This is an optimization exercise on Yosys and OpenROAD, whose aim is small area, not a production implementation.
In this exercise RTL edits were held to simulation tests only and were not proved equivalent to the original.

==> design.v <==
module skin_detection(input [23:0] px, output skin);
    wire sk0 = px[1] & px[8];
    wire sk1, sk2;
    fa sk1_i(sk0, px[0], px[2], sk1, sk2);
    wire sk3 = px[9] & sk1;
    wire sk4, sk5;
    fa sk4_i(sk2, sk3, px[1], sk4, sk5);
    wire sk6, sk7;
    fa sk6_i(px[3], px[10], sk4, sk6, sk7);
    wire sk8, sk9;
    fa sk8_i(sk5, sk7, sk6, sk8, sk9);
    wire sk10, sk11;
    fa sk10_i(px[2], px[4], px[11], sk10, sk11);
    wire sk12 = ~(sk10 ^ sk8);
    wire sk13 = sk10 & ~sk8;
    wire sk14, sk15;
    fa sk14_i(sk9, sk11, sk8, sk14, sk15);
    wire sk16, sk17;
    fa sk16_i(sk13, px[3], px[5], sk16, sk17);
    wire sk18, sk19;
    fa sk18_i(px[8], px[12], sk14, sk18, sk19);
    wire sk20, sk21;
    ha sk20_i(sk16, sk18, sk20, sk21);
    wire sk22, sk23;
    fa sk22_i(sk15, sk17, sk19, sk22, sk23);
    wire sk24, sk25;
    fa sk24_i(sk21, px[4], px[6], sk24, sk25);
    wire sk26, sk27;
    fa sk26_i(px[8], px[9], px[13], sk26, sk27);
    wire sk28, sk29;
    fa sk28_i(sk22, sk24, sk26, sk28, sk29);
    wire sk30, sk31;
    fa sk30_i(sk23, sk25, sk27, sk30, sk31);
    wire sk32, sk33;
    fa sk32_i(sk29, px[0], px[5], sk32, sk33);
    wire sk34, sk35;
    fa sk34_i(px[7], px[9], px[10], sk34, sk35);
    wire sk36, sk37;
    fa sk36_i(px[14], sk30, sk32, sk36, sk37);
    wire sk38, sk39;
    ha sk38_i(sk34, sk36, sk38, sk39);
    wire sk40, sk41;
    fa sk40_i(sk31, sk33, sk35, sk40, sk41);
    wire sk42, sk43;
    fa sk42_i(sk37, sk39, px[16], sk42, sk43);
    wire sk44, sk45;
    fa sk44_i(px[1], px[6], px[10], sk44, sk45);
    wire sk46, sk47;
    fa sk46_i(px[11], px[15], sk40, sk46, sk47);
    wire sk48, sk49;
    fa sk48_i(sk42, sk44, sk46, sk48, sk49);
    wire sk50, sk51;
    fa sk50_i(sk41, sk43, sk45, sk50, sk51);
    wire sk52, sk53;
    fa sk52_i(sk47, sk49, px[17], sk52, sk53);
    wire sk54, sk55;
    fa sk54_i(px[0], px[2], px[7], sk54, sk55);
    wire sk56, sk57;
    fa sk56_i(px[11], px[12], sk50, sk56, sk57);
    wire sk58, sk59;
    fa sk58_i(sk52, sk54, sk56, sk58, sk59);
    wire sk60, sk61;
    fa sk60_i(sk51, sk53, sk55, sk60, sk61);
    wire sk62, sk63;
    fa sk62_i(sk57, sk59, sk58, sk62, sk63);
    wire sk64, sk65;
    fa sk64_i(px[18], px[1], px[3], sk64, sk65);
    wire sk66, sk67;
    fa sk66_i(px[12], px[13], sk60, sk66, sk67);
    wire sk68, sk69;
    fa sk68_i(sk62, sk64, sk66, sk68, sk69);
    wire sk70, sk71;
    fa sk70_i(sk61, sk63, sk65, sk70, sk71);
    wire sk72, sk73;
    fa sk72_i(sk67, sk69, px[19], sk72, sk73);
    wire sk74, sk75;
    fa sk74_i(px[2], px[4], px[13], sk74, sk75);
    wire sk76, sk77;
    fa sk76_i(px[14], sk70, sk72, sk76, sk77);
    wire sk78, sk79;
    ha sk78_i(sk74, sk76, sk78, sk79);
    wire sk80, sk81;
    fa sk80_i(sk71, sk73, sk75, sk80, sk81);
    wire sk82, sk83;
    fa sk82_i(sk77, sk79, px[20], sk82, sk83);
    wire sk84, sk85;
    fa sk84_i(px[3], px[5], px[14], sk84, sk85);
    wire sk86, sk87;
    fa sk86_i(px[15], sk80, sk82, sk86, sk87);
    wire sk88, sk89;
    ha sk88_i(sk84, sk86, sk88, sk89);
    wire sk90, sk91;
    fa sk90_i(sk81, sk83, sk85, sk90, sk91);
    wire sk92, sk93;
    fa sk92_i(sk87, sk89, px[21], sk92, sk93);
    wire sk94, sk95;
    fa sk94_i(px[4], px[6], px[15], sk94, sk95);
    wire sk96, sk97;
    fa sk96_i(sk90, sk92, sk94, sk96, sk97);
    wire sk98, sk99;
    fa sk98_i(sk91, sk93, sk95, sk98, sk99);
    wire sk100, sk101;
    fa sk100_i(sk97, px[22], px[5], sk100, sk101);
    wire sk102, sk103;
    fa sk102_i(px[7], sk98, sk100, sk102, sk103);
    wire sk104, sk105;
    fa sk104_i(sk99, sk101, sk103, sk104, sk105);
    wire sk106, sk107;
    fa sk106_i(px[23], px[6], sk104, sk106, sk107);
    wire sk108, sk109;
    fa sk108_i(sk105, sk107, px[7], sk108, sk109);
    wire sk110 = ~(sk108 ^ sk109);
    wire sk111 = sk6 ^ px[8];
    wire sk112 = ~(sk6 | px[8]);
    wire sk113, sk114;
    fa sk113_i(sk112, sk12, px[9], sk113, sk114);
    wire sk115, sk116;
    fa sk115_i(sk114, sk20, px[8], sk115, sk116);
    wire sk117 = ~sk115;
    wire sk118, sk119;
    fa sk118_i(px[9], px[10], sk117, sk118, sk119);
    wire sk120, sk121;
    fa sk120_i(sk116, sk28, px[9], sk120, sk121);
    wire sk122, sk123;
    ha sk122_i(sk119, px[11], sk122, sk123);
    wire sk124 = ~(sk120 ^ sk122);
    wire sk125 = sk120 & ~sk122;
    wire sk126, sk127;
    fa sk126_i(sk121, sk125, sk38, sk126, sk127);
    wire sk128 = ~sk123;
    wire sk129, sk130;
    fa sk129_i(px[10], sk126, sk128, sk129, sk130);
    wire sk131 = ~(sk129 ^ px[12]);
    wire sk132 = sk129 & ~px[12];
    wire sk133, sk134;
    fa sk133_i(sk127, sk130, sk132, sk133, sk134);
    wire sk135, sk136;
    fa sk135_i(sk48, px[11], sk133, sk135, sk136);
    wire sk137, sk138;
    ha sk137_i(sk135, px[13], sk137, sk138);
    wire sk139, sk140;
    fa sk139_i(sk134, sk136, sk138, sk139, sk140);
    wire sk141, sk142;
    fa sk141_i(px[13], sk58, px[14], sk141, sk142);
    wire sk143, sk144;
    fa sk143_i(px[12], sk139, sk141, sk143, sk144);
    wire sk145, sk146;
    fa sk145_i(sk140, sk144, sk68, sk145, sk146);
    wire sk147, sk148;
    fa sk147_i(sk142, sk141, px[8], sk147, sk148);
    wire sk149, sk150;
    ha sk149_i(px[15], sk147, sk149, sk150);
    wire sk151 = ~sk149;
    wire sk152, sk153;
    fa sk152_i(px[13], sk145, sk151, sk152, sk153);
    wire sk154, sk155;
    fa sk154_i(sk146, sk153, sk78, sk154, sk155);
    wire sk156, sk157;
    fa sk156_i(sk148, sk150, px[9], sk156, sk157);
    wire sk158 = ~sk156;
    wire sk159, sk160;
    fa sk159_i(px[14], sk154, sk158, sk159, sk160);
    wire sk161, sk162;
    fa sk161_i(sk155, sk160, sk88, sk161, sk162);
    wire sk163 = ~sk157;
    wire sk164, sk165;
    fa sk164_i(px[15], sk161, sk163, sk164, sk165);
    wire sk166 = ~(sk164 ^ px[10]);
    wire sk167 = sk164 & ~px[10];
    wire sk168, sk169;
    fa sk168_i(sk162, sk165, sk167, sk168, sk169);
    wire sk170, sk171;
    fa sk170_i(sk96, sk168, px[11], sk170, sk171);
    wire sk172, sk173;
    fa sk172_i(sk169, sk171, sk102, sk172, sk173);
    wire sk174, sk175;
    ha sk174_i(px[11], px[12], sk174, sk175);
    wire sk176 = ~(sk172 ^ sk174);
    wire sk177 = sk172 & ~sk174;
    wire sk178, sk179;
    fa sk178_i(sk173, sk177, sk106, sk178, sk179);
    wire sk180 = ~sk178;
    wire sk181, sk182;
    fa sk181_i(sk175, px[13], sk180, sk181, sk182);
    wire sk183, sk184;
    fa sk183_i(sk182, sk108, px[14], sk183, sk184);
    wire sk185, sk186;
    ha sk185_i(sk179, sk183, sk185, sk186);
    wire sk187, sk188;
    fa sk187_i(sk184, sk183, px[15], sk187, sk188);
    wire sk189 = ~sk187;
    wire sk190, sk191;
    fa sk190_i(sk186, sk110, sk189, sk190, sk191);
    wire sk192 = sk191 ^ sk188;
    wire sk193 = sk6 ^ px[16];
    wire sk194 = ~(sk6 | px[16]);
    wire sk195, sk196;
    fa sk195_i(sk194, sk12, px[17], sk195, sk196);
    wire sk197, sk198;
    fa sk197_i(sk196, sk20, px[16], sk197, sk198);
    wire sk199, sk200;
    ha sk199_i(px[17], px[18], sk199, sk200);
    wire sk201 = ~(sk197 ^ sk199);
    wire sk202 = sk197 & ~sk199;
    wire sk203, sk204;
    fa sk203_i(sk198, sk202, sk28, sk203, sk204);
    wire sk205 = ~sk200;
    wire sk206, sk207;
    fa sk206_i(px[17], sk203, sk205, sk206, sk207);
    wire sk208 = ~(sk206 ^ px[19]);
    wire sk209 = sk206 & ~px[19];
    wire sk210, sk211;
    fa sk210_i(sk204, sk207, sk209, sk210, sk211);
    wire sk212, sk213;
    fa sk212_i(sk38, px[18], sk210, sk212, sk213);
    wire sk214, sk215;
    ha sk214_i(sk212, px[20], sk214, sk215);
    wire sk216, sk217;
    fa sk216_i(sk211, sk213, sk215, sk216, sk217);
    wire sk218, sk219;
    fa sk218_i(sk48, px[19], sk216, sk218, sk219);
    wire sk220, sk221;
    ha sk220_i(px[20], px[21], sk220, sk221);
    wire sk222 = ~(sk218 ^ sk220);
    wire sk223 = sk218 & ~sk220;
    wire sk224, sk225;
    fa sk224_i(sk217, sk219, sk223, sk224, sk225);
    wire sk226, sk227;
    fa sk226_i(sk221, sk58, px[22], sk226, sk227);
    wire sk228 = ~sk226;
    wire sk229, sk230;
    fa sk229_i(px[20], sk224, sk228, sk229, sk230);
    wire sk231, sk232;
    fa sk231_i(sk225, sk230, sk68, sk231, sk232);
    wire sk233, sk234;
    fa sk233_i(sk227, px[16], px[23], sk233, sk234);
    wire sk235 = ~sk233;
    wire sk236, sk237;
    fa sk236_i(px[21], sk231, sk235, sk236, sk237);
    wire sk238, sk239;
    fa sk238_i(sk232, sk237, sk78, sk238, sk239);
    wire sk240 = ~sk234;
    wire sk241, sk242;
    fa sk241_i(px[22], sk238, sk240, sk241, sk242);
    wire sk243 = ~(sk241 ^ px[17]);
    wire sk244 = sk241 & ~px[17];
    wire sk245, sk246;
    fa sk245_i(sk239, sk242, sk244, sk245, sk246);
    wire sk247, sk248;
    fa sk247_i(sk88, px[23], sk245, sk247, sk248);
    wire sk249, sk250;
    ha sk249_i(sk247, px[18], sk249, sk250);
    wire sk251, sk252;
    fa sk251_i(sk246, sk248, sk250, sk251, sk252);
    wire sk253 = ~px[18];
    wire sk254, sk255;
    fa sk254_i(sk96, sk251, sk253, sk254, sk255);
    wire sk256 = ~(sk254 ^ px[19]);
    wire sk257 = sk254 & ~px[19];
    wire sk258, sk259;
    fa sk258_i(sk252, sk255, sk257, sk258, sk259);
    wire sk260, sk261;
    fa sk260_i(sk102, sk258, px[20], sk260, sk261);
    wire sk262, sk263;
    fa sk262_i(sk259, sk261, sk106, sk262, sk263);
    wire sk264 = ~sk262;
    wire sk265, sk266;
    fa sk265_i(px[20], px[21], sk264, sk265, sk266);
    wire sk267, sk268;
    fa sk267_i(sk266, sk108, px[22], sk267, sk268);
    wire sk269 = ~(sk263 ^ sk267);
    wire sk270 = sk263 & ~sk267;
    wire sk271, sk272;
    ha sk271_i(sk268, px[23], sk271, sk272);
    wire sk273 = ~sk271;
    wire sk274, sk275;
    fa sk274_i(sk270, sk110, sk273, sk274, sk275);
    wire sk276 = sk275 ^ sk272;
    assign skin = (~(sk110) | (~(~sk108) & (~(sk106) | (~(sk102) & (~(sk96) | (~(sk88) & (~(sk78) | (~(sk68) & (~(~sk58) | (~(sk48) | (~(sk38) | (~(sk28) & (~(sk20) & (~(sk12) | ~(~sk6))))))))))))))) & (~(sk192) & (~(sk190) & (~(sk185) | (~(~sk181) | (~(sk176) & (~(sk170) | (~(sk166) | (~(sk159) | (~(sk152) & (~(sk143) & (~(sk137) | (~(sk131) & (~(sk124) | (~(~sk118) | (~(sk113) & ~(sk111)))))))))))))))) & (~(sk276) & (~(sk274) & (~(sk269) | (~(~sk265) & (~(sk260) | (~(sk256) & (~(sk249) & (~(sk243) | (~(sk236) & (~(sk229) & (~(sk222) & (~(sk214) & (~(sk208) & ~(sk201))))))))))))));
endmodule
module fa(input a, input b, input c, output s, output co);
    assign s = a ^ b ^ c;
    assign co = (a & b) | (a & c) | (b & c);
endmodule
module ha(input a, input b, output s, output co);
    assign s = a ^ b;
    assign co = a & b;
endmodule
module position(input [23:0] px, output [7:0] grey);
    wire gr0 = ~(px[19] | px[18]);
    wire gr1, gr2;
    ha gr1_i(px[19], px[21], gr1, gr2);
    wire gr3 = gr0 & ~gr1;
    wire gr4, gr5;
    ha gr4_i(gr2, px[22], gr4, gr5);
    wire gr6 = gr3 & ~gr4;
    wire gr7, gr8;
    fa gr7_i(gr5, px[21], px[23], gr7, gr8);
    wire gr9 = ~gr7;
    wire gr10 = (gr6 & px[16]) | (gr6 & gr9) | (px[16] & gr9);
    wire gr11, gr12;
    ha gr11_i(gr8, px[22], gr11, gr12);
    wire gr13 = ~gr11;
    wire gr14 = (gr10 & px[17]) | (gr10 & gr13) | (px[17] & gr13);
    wire gr15, gr16;
    ha gr15_i(gr12, px[23], gr15, gr16);
    wire gr17 = ~gr15;
    wire gr18 = (gr14 & px[18]) | (gr14 & gr17) | (px[18] & gr17);
    wire gr19 = ~gr16;
    wire gr20 = (gr18 & px[19]) | (gr18 & gr19) | (px[19] & gr19);
    wire gr21 = px[20] & ~gr20;
    wire gr22 = (px[6] & px[7]) | (px[6] & px[2]) | (px[7] & px[2]);
    wire gr23 = ~px[2];
    wire gr24, gr25;
    fa gr24_i(gr22, px[0], gr23, gr24, gr25);
    wire gr26 = gr24 & ~px[3];
    wire gr27, gr28;
    fa gr27_i(gr25, gr26, px[0], gr27, gr28);
    wire gr29 = ~px[4];
    wire gr30 = (px[1] & gr27) | (px[1] & gr29) | (gr27 & gr29);
    wire gr31, gr32;
    fa gr31_i(gr28, gr30, px[1], gr31, gr32);
    wire gr33 = ~px[5];
    wire gr34 = (px[2] & gr31) | (px[2] & gr33) | (gr31 & gr33);
    wire gr35, gr36;
    fa gr35_i(gr32, gr34, px[2], gr35, gr36);
    wire gr37 = ~px[6];
    wire gr38 = (px[3] & gr35) | (px[3] & gr37) | (gr35 & gr37);
    wire gr39, gr40;
    fa gr39_i(gr36, gr38, px[0], gr39, gr40);
    wire gr41, gr42;
    fa gr41_i(px[3], px[4], gr39, gr41, gr42);
    wire gr43 = gr41 & ~px[7];
    wire gr44 = px[14] & ~px[12];
    wire gr45, gr46;
    fa gr45_i(px[12], gr44, px[13], gr45, gr46);
    wire gr47 = (px[15] & gr45) | (px[15] & px[8]) | (gr45 & px[8]);
    wire gr48, gr49;
    fa gr48_i(gr46, gr47, px[14], gr48, gr49);
    wire gr50 = ~gr48;
    wire gr51 = (px[8] & px[9]) | (px[8] & gr50) | (px[9] & gr50);
    wire gr52 = ~gr51;
    wire gr53, gr54;
    fa gr53_i(gr49, px[15], gr52, gr53, gr54);
    wire gr55 = gr53 & ~px[10];
    wire gr56, gr57;
    fa gr56_i(gr54, gr55, px[8], gr56, gr57);
    wire gr58 = gr56 & ~px[11];
    wire gr59, gr60;
    fa gr59_i(gr57, gr58, px[9], gr59, gr60);
    wire gr61 = gr59 & ~px[12];
    wire gr62, gr63;
    fa gr62_i(gr60, gr61, px[10], gr62, gr63);
    wire gr64 = gr62 & ~px[13];
    wire gr65, gr66;
    fa gr65_i(gr20, gr21, px[21], gr65, gr66);
    wire gr67, gr68;
    fa gr67_i(gr40, gr42, gr43, gr67, gr68);
    wire gr69, gr70;
    fa gr69_i(px[1], px[4], px[5], gr69, gr70);
    wire gr71, gr72;
    fa gr71_i(gr63, gr64, px[11], gr71, gr72);
    wire gr73, gr74;
    fa gr73_i(gr65, gr67, gr69, gr73, gr74);
    wire gr75 = ~px[14];
    wire gr76, gr77;
    fa gr76_i(gr71, gr73, gr75, gr76, gr77);
    wire gr78, gr79;
    fa gr78_i(gr66, gr68, gr70, gr78, gr79);
    wire gr80, gr81;
    fa gr80_i(gr72, gr74, gr77, gr80, gr81);
    wire gr82, gr83;
    fa gr82_i(px[22], px[2], px[5], gr82, gr83);
    wire gr84, gr85;
    fa gr84_i(px[6], px[12], gr78, gr84, gr85);
    wire gr86, gr87;
    fa gr86_i(gr80, gr82, gr84, gr86, gr87);
    wire gr88, gr89;
    ha gr88_i(gr86, px[15], gr88, gr89);
    wire gr90, gr91;
    fa gr90_i(gr79, gr81, gr83, gr90, gr91);
    wire gr92, gr93;
    fa gr92_i(gr85, gr87, gr89, gr92, gr93);
    wire gr94, gr95;
    fa gr94_i(px[23], px[3], px[6], gr94, gr95);
    wire gr96, gr97;
    fa gr96_i(px[7], px[13], gr90, gr96, gr97);
    wire gr98, gr99;
    fa gr98_i(gr92, gr94, gr96, gr98, gr99);
    wire gr100 = ~(gr98 ^ px[15]);
    wire gr101 = gr98 & ~px[15];
    wire gr102, gr103;
    fa gr102_i(gr91, gr93, gr95, gr102, gr103);
    wire gr104, gr105;
    fa gr104_i(gr97, gr99, gr101, gr104, gr105);
    wire gr106, gr107;
    fa gr106_i(px[4], px[7], px[14], gr106, gr107);
    wire gr108, gr109;
    fa gr108_i(gr102, gr104, gr106, gr108, gr109);
    wire gr110, gr111;
    fa gr110_i(gr103, gr105, gr107, gr110, gr111);
    wire gr112, gr113;
    fa gr112_i(gr109, gr108, px[5], gr112, gr113);
    wire gr114, gr115;
    fa gr114_i(px[15], gr110, gr112, gr114, gr115);
    wire gr116, gr117;
    fa gr116_i(gr111, gr113, gr115, gr116, gr117);
    wire gr118, gr119;
    fa gr118_i(gr114, px[6], gr116, gr118, gr119);
    wire gr120, gr121;
    fa gr120_i(gr117, gr119, gr118, gr120, gr121);
    wire gr122 = ~(gr120 ^ px[7]);
    wire gr123 = gr120 & ~px[7];
    wire gr124 = gr121 ^ px[7] ^ gr123;
    assign grey = {~gr124, gr122, ~gr118, ~gr114, ~gr108, gr100, gr88, gr76};
endmodule
module colour_change #
(
    parameter DATA_WIDTH = 24
)
(
    input  wire                  clk,
    input  wire                  n_rst,
    input  wire [DATA_WIDTH-1:0] i_vid_data,
    input  wire                  i_vid_hsync,
    input  wire                  i_vid_vsync,
    input  wire                  i_vid_VDE,
    output reg  [DATA_WIDTH-1:0] o_vid_data,
    output reg                   o_vid_hsync,
    output reg                   o_vid_vsync,
    output reg                   o_vid_VDE,
    input  wire [3:0]            btn,
    input  wire [3:0]            sw,
    output wire [3:0]            led
);
    assign led = 4'd0;
    wire m1 = (sw == 4'd1);
    wire m2 = (sw == 4'd2);
    wire m3 = (sw == 4'd3);
    reg [23:0] d1, d2, d3;
    reg sk3;
    reg hs, vs, de;
    wire skin;
    skin_detection u_skin(.px(d2), .skin(skin));
    wire [7:0] grey;
    position u_grey(.px(d1), .grey(grey));
    reg  [10:0] h;
    wire [11:0] hc;
    wire [10:0] hinc;
    assign hc[0] = i_vid_VDE;
    genvar i;
    generate for (i = 0; i < 11; i = i + 1) begin : g_inc
        ha u_ha(.a(h[i]), .b(hc[i]), .s(hinc[i]), .co(hc[i+1]));
    end endgenerate
    wire wrap = hc[7] & h[8] & h[9] & h[10];    
    wire hkeep = n_rst & ~wrap;
    always @(posedge clk)
        h <= hinc & {11{hkeep}};
    wire band = (h > 11'd200) && (h < 11'd800);
    always @(posedge clk) begin
        d1 <= m2 ? ~i_vid_data : i_vid_data;
        d2 <= d1;
        d3 <= d2;
        sk3 <= skin;
        hs <= i_vid_hsync;
        vs <= i_vid_vsync;
        de <= i_vid_VDE;
    end
    always @* begin
        o_vid_hsync = hs;
        o_vid_vsync = vs;
        o_vid_VDE   = de;
        case (sw)
            4'd1: o_vid_data = sk3 ? d3 : 24'hFFFF00;
            4'd2: o_vid_data = d1;
            4'd3: o_vid_data = band ? {3{grey}} : d1;
            default: begin
                o_vid_data  = i_vid_data;
                o_vid_hsync = i_vid_hsync;
                o_vid_vsync = i_vid_vsync;
                o_vid_VDE   = i_vid_VDE;
            end
        endcase
    end
endmodule
==> run.sh <==
#!/bin/bash
# synth_recipe.tcl (not shown) runs the flow's synth.tcl, then flattens the netlist and writes it again
# the make line also repeats each setting of config.mk as NAME=value (left out here)
make -C /OpenROAD-flow-scripts/flow DESIGN_CONFIG=/design/flow/config.mk WORK_HOME=/design/flow/orfs CLKGATE_MAP_FILE= SYNTH_SCRIPT=/design/flow/synth_recipe.tcl finish
==> config.mk <==
export PLATFORM = sky130hd
export DESIGN_NAME = colour_change
export DESIGN_NICKNAME = colour_change
export VERILOG_FILES = /design/flow/design.v
export SDC_FILE = /design/flow/constraint.sdc
export NUM_CORES = 4
export LEC_CHECK = 0
export CAP_MARGIN = 20
export CORE_MARGIN = 2
export CORE_UTILIZATION = 40
export CTS_BUF_LIST = sky130_fd_sc_hd__clkbuf_8
export CTS_CLUSTER_DIAMETER = 100
export CTS_CLUSTER_SIZE = 50
export SLEW_MARGIN = 20
export SYNTH_HIERARCHICAL = 1
==> constraint.sdc <==
create_clock -name core_clock -period 20.0 [get_ports {clk}]
set_input_delay 4.0000 -clock core_clock [delete_from_list [all_inputs] [get_ports {clk}]]
set_output_delay 4.0000 -clock core_clock [all_outputs]
set_load 0.01 [all_outputs]
==> impl_metrics.yaml, run 1 <==
global_routing:
  grt_remaining_overflow: 0
  first_pass_grt_wire_length_um: 29000
  number_of_antenna_violations_at_the_first_check_in_global_routing: 0
  grt_use_total_pct: 19.0
  maximum_number_of_pins_on_one_net_before_global_route_repair: 33
  number_of_global_route_vias_before_repair: 5398
floorplan:
  die-area_sq_mm: 0.0194
  initial_core_util_pct: 40.8
  core_area_sq_mm: 0.0180
  floorplan.die.width_um: 139
  fp-row-count: 49
  floorplan.die.height_um: 139
  i_o_pins: 68
timing:
  final.period_utilization_pct: 92.8
  worst_pin_slew_ns: 0.935
  worst_slew_margin_rel_pct: 37.7
  rsz0062_at_grt: "false"
  hold_violations: 0
  setup-violations-final: 0
  final_critical_delay_including_setup_and_external_delays_ns: 18.57
  finalSetupTns_ns: 0
  max_slew_violation_total_from_the_final_report: 0
  final.setup_skew_ns: 0.0107
  achievable-frequency_mhz: 53.9
final_layout:
  n_antenna_cell: 0
  most_common_cell_after_layout_fill_and_taps_aside: "sky130_fd_sc_hd__fa_1"
  area.growth.synth_to_final_pct: 13.3
  layout_common_cells: "141 x sky130_fd_sc_hd__fa_1, 87 x sky130_fd_sc_hd__dfxtp_1, 59 x sky130_fd_sc_hd__clkdlybuf4s50_1"
  fill_cells: 1669
  layout.cells.non_filler: 894
  final_layout_size_suffix_gt1_share_pct: 8.12
  finalNetCount: 882
route:
  drc: 0
  wl_per_cell_um: 19.3
  drt_pass1_iterations: 5
  detail_route.vias_per_cell: 5.34
  dr_total_vias: 4778
  antenna_left: 0
  drt_first_iter_violations: 218
  routed_wirelength_um: 17300
clock_tree:
  cts_repair_resize_count: 0
  cts_post_setup_buffers_inserted: 0
  cts_made_buffers: 9
  holdBufCountCts: 0
  clock_insertion_delay_worst_skew_ns: 0.36
  max-clock-path-buffers: 2
  clk_transition_reported_paths_ns: 0.09
  htreeDepth: 3
  cts.root.buffer_cell: "sky130_fd_sc_hd__clkbuf_8"
  clock_tree_from_tritoncts: "built"
  cts.sink_count: 87
setup_path:
  cp_data_arrival_time_ns: 14.57
  critical_path.max_fanout: 8
  slowest_stage: "sky130_fd_sc_hd__dfxtp_1"
  worstSetupStartpointType: "flop"
  critical_path.most_common_cell: "sky130_fd_sc_hd__fa_1"
  worst_r2r_path_depth: 44
  critical-path-max-stage-delay_ns: 0.62
  critPathRequiredTime_ns: 16.00
  worstSetupPathType: "flop to output pin"
  worstSetupEndpointType: "output pin"
run:
  maxCapViolations: 0
synth:
  synth_enable_flop_cells: 0
  netlist_instances: 614
  synthesis.area_sq_mm: 0.00733
  synth_ff_type: "sky130_fd_sc_hd__dfxtp_1"
  postSynthAreaPerCell_sq_um: 11.9
  yosysWarnings: 7
  post_synth_num_cell_types: 48
  synthArstFlopShare_pct: 0
  postSynthRegisterBits: 87
  yosysSeqAreaShare_pct: 23.8
min_path:
  hold_path_depth: 0
  path_type_of_the_worst_min_delay_path: "flop to flop"
place:
  detailedPlacementHpwl_um: 13800
  gp_congestion: 0.905
  placed_cells: 878
  placement.io_buffers: 59
run_status:
  run_status: "complete, no violations"
cells by family after synthesis:
kind of cell | synth area share [%]
adder cells (fa/ha/maj) | 46.7
multiplexers | 0.461
XOR/XNOR | 3.46
other | 0.0512
AO/OA/AOI/OAI | 12.7
buffers and inverters | 5.34
flip-flops | 23.8
AND/OR/NAND/NOR | 7.53
modules after synthesis, one instance, submodules excluded:
module          cells inside  times used
fa                         1         141
colour_change            326           1
skin_detection            68           1
position                  49           1
ha                         1          30
cell usage after synthesis, drive strengths merged (2+ instances only):
cell type  instances  area, sq um
a21oi             23          115
a31oi             25          156
a41oi              7         61.3
and2              14         87.6
and4bb             3         37.5
buf               24          170
clkbuf             7         26.3
dfxtp             87         1740
fa               141         2820
ha                44          551
inv               52          195
maj3               5         50.1
mux2               3         33.8
nand2b             2         12.5
nor2              33          134
nor2b             29          181
nor3               3         26.3
nor4               3         18.8
o2111a             2         22.5
o211ai            24          280
o21ai             34          170
o221a              2         22.5
o221ai             2         17.5
o311ai             2         17.5
or2                3         18.8
xnor2              5         43.8
xor2              24          210
flip-flops by register name (all words and copies together) (netlist names):
| name | flops |
|---|---|
| d1 | 24 |
| d2 | 24 |
| d3 | 24 |
| de | 1 |
| h | 11 |
| hs | 1 |
| sk3 | 1 |
| vs | 1 |
per-stage QoR:
step | util, % | cell area [sq um] | setup slack, ns | hold WS (ns)
3_3_place_gp | 44.8 | 8050 | 2.03 | 0.405
5_1_grt | 46.2 | 8300 | 0.948 | 0.429
3_5_place_dp | 44.8 | 8050 | 1.74 | 0.405
2_1_floorplan | - | 7340 | 2.76 | 0.367
4_1_cts | 46.2 | 8300 | 1.44 | 0.417
6_report | 46.2 | 8300 | 1.43 | 0.420
final timing paths:
kind,slack (ns),startpoint,end
hold reg to reg,0.42,d1[20]$_DFF_P_,d2[20]$_DFF_P_
hold / removal,0.42,d1[20]$_DFF_P_,d2[20]$_DFF_P_
setup reg to reg,1.87,d2[8]$_DFF_P_,sk3$_DFF_P_
setup / recovery,1.43,d1[6]$_DFF_P_,o_vid_data[15]
critical path: cells and delay by family (launching register included):
family                   cells  cell delay (ns)
flip-flops                   1             0.62
AND/OR/NAND/NOR              3             0.56
buffers and inverters        2             0.72
XOR/XNOR                     2             0.29
adder cells (fa/ha/maj)     26            11.23
AO/OA/AOI/OAI                3             0.74
layout make-up:
type	instances	area [sq um]	share of cell area [%]
well taps	229	287	3.45
flip-flops and latches	87	1740	21.0
multi-input cells	447	5210	62.7
inverters	52	195	2.35
clock inverters	7	128	1.54
repair buffers	63	621	7.47
clock buffers	9	124	1.49
metal layers:
metal	wire [um]	part of all wire, %	vias to the layer above	global-route usage, %
li1	-	-	2154	-
met1	7720	45	2471	25.6
met2	8610	50	137	33.0
met3	727	4.2	16	2.51
met4	228	1.3	0	3.83
met5	0	0	-	0
==> run 2: changes to the inputs <==
--- a/config.mk
+++ b/config.mk
@@ -8,8 +8,5 @@
 export CAP_MARGIN = 20
 export CORE_MARGIN = 2
 export CORE_UTILIZATION = 40
-export CTS_BUF_LIST = sky130_fd_sc_hd__clkbuf_8
-export CTS_CLUSTER_DIAMETER = 100
-export CTS_CLUSTER_SIZE = 50
 export SLEW_MARGIN = 20
 export SYNTH_HIERARCHICAL = 1
==> impl_metrics.yaml, run 2 <==
clock_tree:
  cts.sink_count: 87
  cts_repair_resize_count: 0
  cts.root.buffer_cell: "sky130_fd_sc_hd__clkbuf_16"
  cts_made_buffers: 9
  htreeDepth: 3
  clock_insertion_delay_worst_skew_ns: 0.34
  holdBufCountCts: 0
  max-clock-path-buffers: 2
  clk_transition_reported_paths_ns: 0.06
  cts_post_setup_buffers_inserted: 0
  clock_tree_from_tritoncts: "built"
global_routing:
  first_pass_grt_wire_length_um: 29100
  number_of_antenna_violations_at_the_first_check_in_global_routing: 0
  grt_remaining_overflow: 0
  number_of_global_route_vias_before_repair: 5444
  maximum_number_of_pins_on_one_net_before_global_route_repair: 33
  grt_use_total_pct: 19.1
setup_path:
  worstSetupStartpointType: "flop"
  cp_data_arrival_time_ns: 14.54
  worstSetupPathType: "flop to output pin"
  critical_path.most_common_cell: "sky130_fd_sc_hd__fa_1"
  worstSetupEndpointType: "output pin"
  critPathRequiredTime_ns: 16.00
  critical-path-max-stage-delay_ns: 0.60
  r2r_setup_slack_ns: 1.84
  critical_path.max_fanout: 8
  slowest_stage: "sky130_fd_sc_hd__clkdlybuf4s50_1"
timing:
  final.period_utilization_pct: 92.7
  final.setup_skew_ns: 0.00689
  max_slew_violation_total_from_the_final_report: 0
  hold_violations: 0
  final.hold.worst_slack_ns: 0.421
  final_critical_delay_including_setup_and_external_delays_ns: 18.54
  setup-violations-final: 0
  finalSetupTns_ns: 0
  rsz0062_at_grt: "false"
  layout_setup_ws_ns: 1.46
  worst_slew_margin_rel_pct: 38.5
  worst_pin_slew_ns: 0.922
  achievable-frequency_mhz: 53.9
synth:
  post_synth_num_cell_types: 48
  postSynthRegisterBits: 87
  biggest_area_contributors_in_the_synthesized_netlist: "sky130_fd_sc_hd__fa_1 39%, sky130_fd_sc_hd__dfxtp_1 24%, sky130_fd_sc_hd__ha_1 7.5%"
  netlist_instances: 614
  postSynthAreaPerCell_sq_um: 11.9
  synth_ff_type: "sky130_fd_sc_hd__dfxtp_1"
  yosysSeqAreaShare_pct: 23.8
  yosys.area_share.simple_pct: 7.53
  post_synthesis_adder_cell_area_fraction_pct: 46.7
  synthArstFlopShare_pct: 0
  synth_enable_flop_cells: 0
  yosysWarnings: 7
  synth.cells.most_frequent: "141 x sky130_fd_sc_hd__fa_1, 87 x sky130_fd_sc_hd__dfxtp_1, 51 x sky130_fd_sc_hd__inv_1, 44 x sky130_fd_sc_hd__ha_1, 31 x sky130_fd_sc_hd__nor2_1"
  post-synth-top-count-cell: "sky130_fd_sc_hd__fa_1"
  combinational_family_with_the_most_area_after_synthesis: "adder cells"
  synth_top_area_cell: "sky130_fd_sc_hd__fa_1"
  synth_compound_gate_area_share_pct: 12.7
  synthXorXnorAreaFrac_pct: 3.46
  yosysTopAreaCellShare_pct: 38.5
  synthesis.area_sq_mm: 0.00733
  portion_of_netlist_area_occupied_by_mux_cells_pct: 0.461
final_layout:
  final_layout_size_suffix_gt1_share_pct: 8.12
  layout_common_cells: "141 x sky130_fd_sc_hd__fa_1, 87 x sky130_fd_sc_hd__dfxtp_1, 59 x sky130_fd_sc_hd__clkdlybuf4s50_1"
  reg_top3: "d1 x24, d2 x24, d3 x24"
  most_common_cell_after_layout_fill_and_taps_aside: "sky130_fd_sc_hd__fa_1"
  finalNetCount: 882
  layout.area.seq_sq_mm: 0.00174
  area.growth.synth_to_final_pct: 14.7
  layout.cells.non_filler: 894
  area_occupied_by_multi_input_gates_sq_mm: 0.00521
  n_antenna_cell: 0
  fill_cells: 1659
floorplan:
  initial_core_util_pct: 40.8
  fp-row-count: 49
  floorplan.die.width_um: 139
  i_o_pins: 68
  core_area_sq_mm: 0.0180
  floorplan.die.height_um: 139
  die-area_sq_mm: 0.0194
route:
  dr.max_layer_used: "met4"
  wl_met3_um: 683
  met1_length_um: 7740
  drt_pass1_iterations: 5
  antenna_left: 0
  detail_route.vias_per_cell: 5.33
  routed_wirelength_um: 17300
  met2_wirelength_um: 8660
  drt_first_iter_violations: 242
  drc: 0
  dr_total_vias: 4764
  wl_per_cell_um: 19.4
min_path:
  path_type_of_the_worst_min_delay_path: "flop to flop"
run_status:
  run_status: "complete, no violations"
place:
  worst_case_setup_slack_after_placement_ns: 1.74
  placement.io_buffers: 59
  detailedPlacementHpwl_um: 13800
  placed_cells: 878
  gp_congestion: 0.905
run:
  maxCapViolations: 0
[run 2: cell families (layout without fill, tap and decap cells)]
| family | count (synthesis) | count (layout) |
|---|---|---|
| AO/OA/AOI/OAI | 126 | 126 |
| XOR/XNOR | 29 | 29 |
| adder cells (fa/ha/maj) | 190 | 190 |
| buffers and inverters | 83 | 131 |
| flip-flops | 87 | 87 |
| multiplexers | 3 | 3 |
| other | 1 | 4 |
| AND/OR/NAND/NOR | 95 | 95 |
[run 2: per-module statistics from Yosys, one instance, submodules excluded]
module | times used | cells | flip-flops and latches | cell area [sq um]
colour_change | 1 | 326 | 87 | 3340
skin_detection | 1 | 68 | 0 | 474
position | 1 | 49 | 0 | 322
fa | 141 | 1 | 0 | 20.0
ha | 30 | 1 | 0 | 12.5
[run 2: worst paths after layout]
kind / startpoint / to / cells after the start
setup / recovery: d1[6]$_DFF_P_ / o_vid_data[15] / 36
hold / removal: d1[20]$_DFF_P_ / d2[20]$_DFF_P_ / 0
setup reg to reg: d2[8]$_DFF_P_ / sk3$_DFF_P_ / 44
hold reg to reg: d1[20]$_DFF_P_ / d2[20]$_DFF_P_ / 0
[run 2: worst max-delay path: cells and delay by family, from the launching register on]
kind	cells	cell delay (ns)
fa+ha+maj	26	11.26
flops	1	0.59
xor+xnor	2	0.29
simple gates	3	0.56
compound gates	3	0.76
buf+inv	2	0.72
[run 2: cell type report]
cell class                      instances  area share [%]
Multi-Input combinational cell        447            62.0
Timing Repair Buffer                   63            7.38
Clock inverter                          7            1.52
Clock buffer                            9            2.68
Tap cell                              229            3.41
Sequential cell                        87            20.7
Inverter                               52            2.32
[run 2: through the flow]
step | cell area, sq um | utilization, %
after floorplan | 7340 | -
after global placement | 8050 | 44.8
after detailed placement | 8050 | 44.8
after CTS | 8410 | 46.8
after global routing | 8410 | 46.8
final | 8410 | 46.8
[run 2: routing by layer]
metal,GRT usage [%],vias up
met3,2.34,18
met4,5.16,0
met5,0,-
li1,-,2155
met2,33.0,127
met1,25.4,2464

## static timing again, ports no longer ideal
No port has a modelled driver above. Below, the same layouts with a new extraction and two added sets of constraints. Step 1 (the two cells are an assumption about what drives the block):
set clk [get_ports {clk}]
set_driving_cell -lib_cell sky130_fd_sc_hd__clkbuf_16 $clk
set_driving_cell -lib_cell sky130_fd_sc_hd__buf_2 [delete_from_list [all_inputs] $clk]
Step 2 moves the port delays by t, midway between the first and last clock arrival at a register: inputs arrive t later, outputs are due t later. That takes back most of the time a late clock gives input paths. a / b / c = no drivers / after step 1 / after step 2; a / b = the first two.
run | t, ns | setup slack, ns | worst setup path at the end | slew at the worst register clock pin (ns)
run 1 | 0.394 | 1.434 / 1.396 / 1.790 | register to output | 0.09 / 0.09
run 2 | 0.375 | 1.460 / 1.422 / 1.797 | register to output | 0.07 / 0.07
After both steps setup and hold are still met in every run listed.
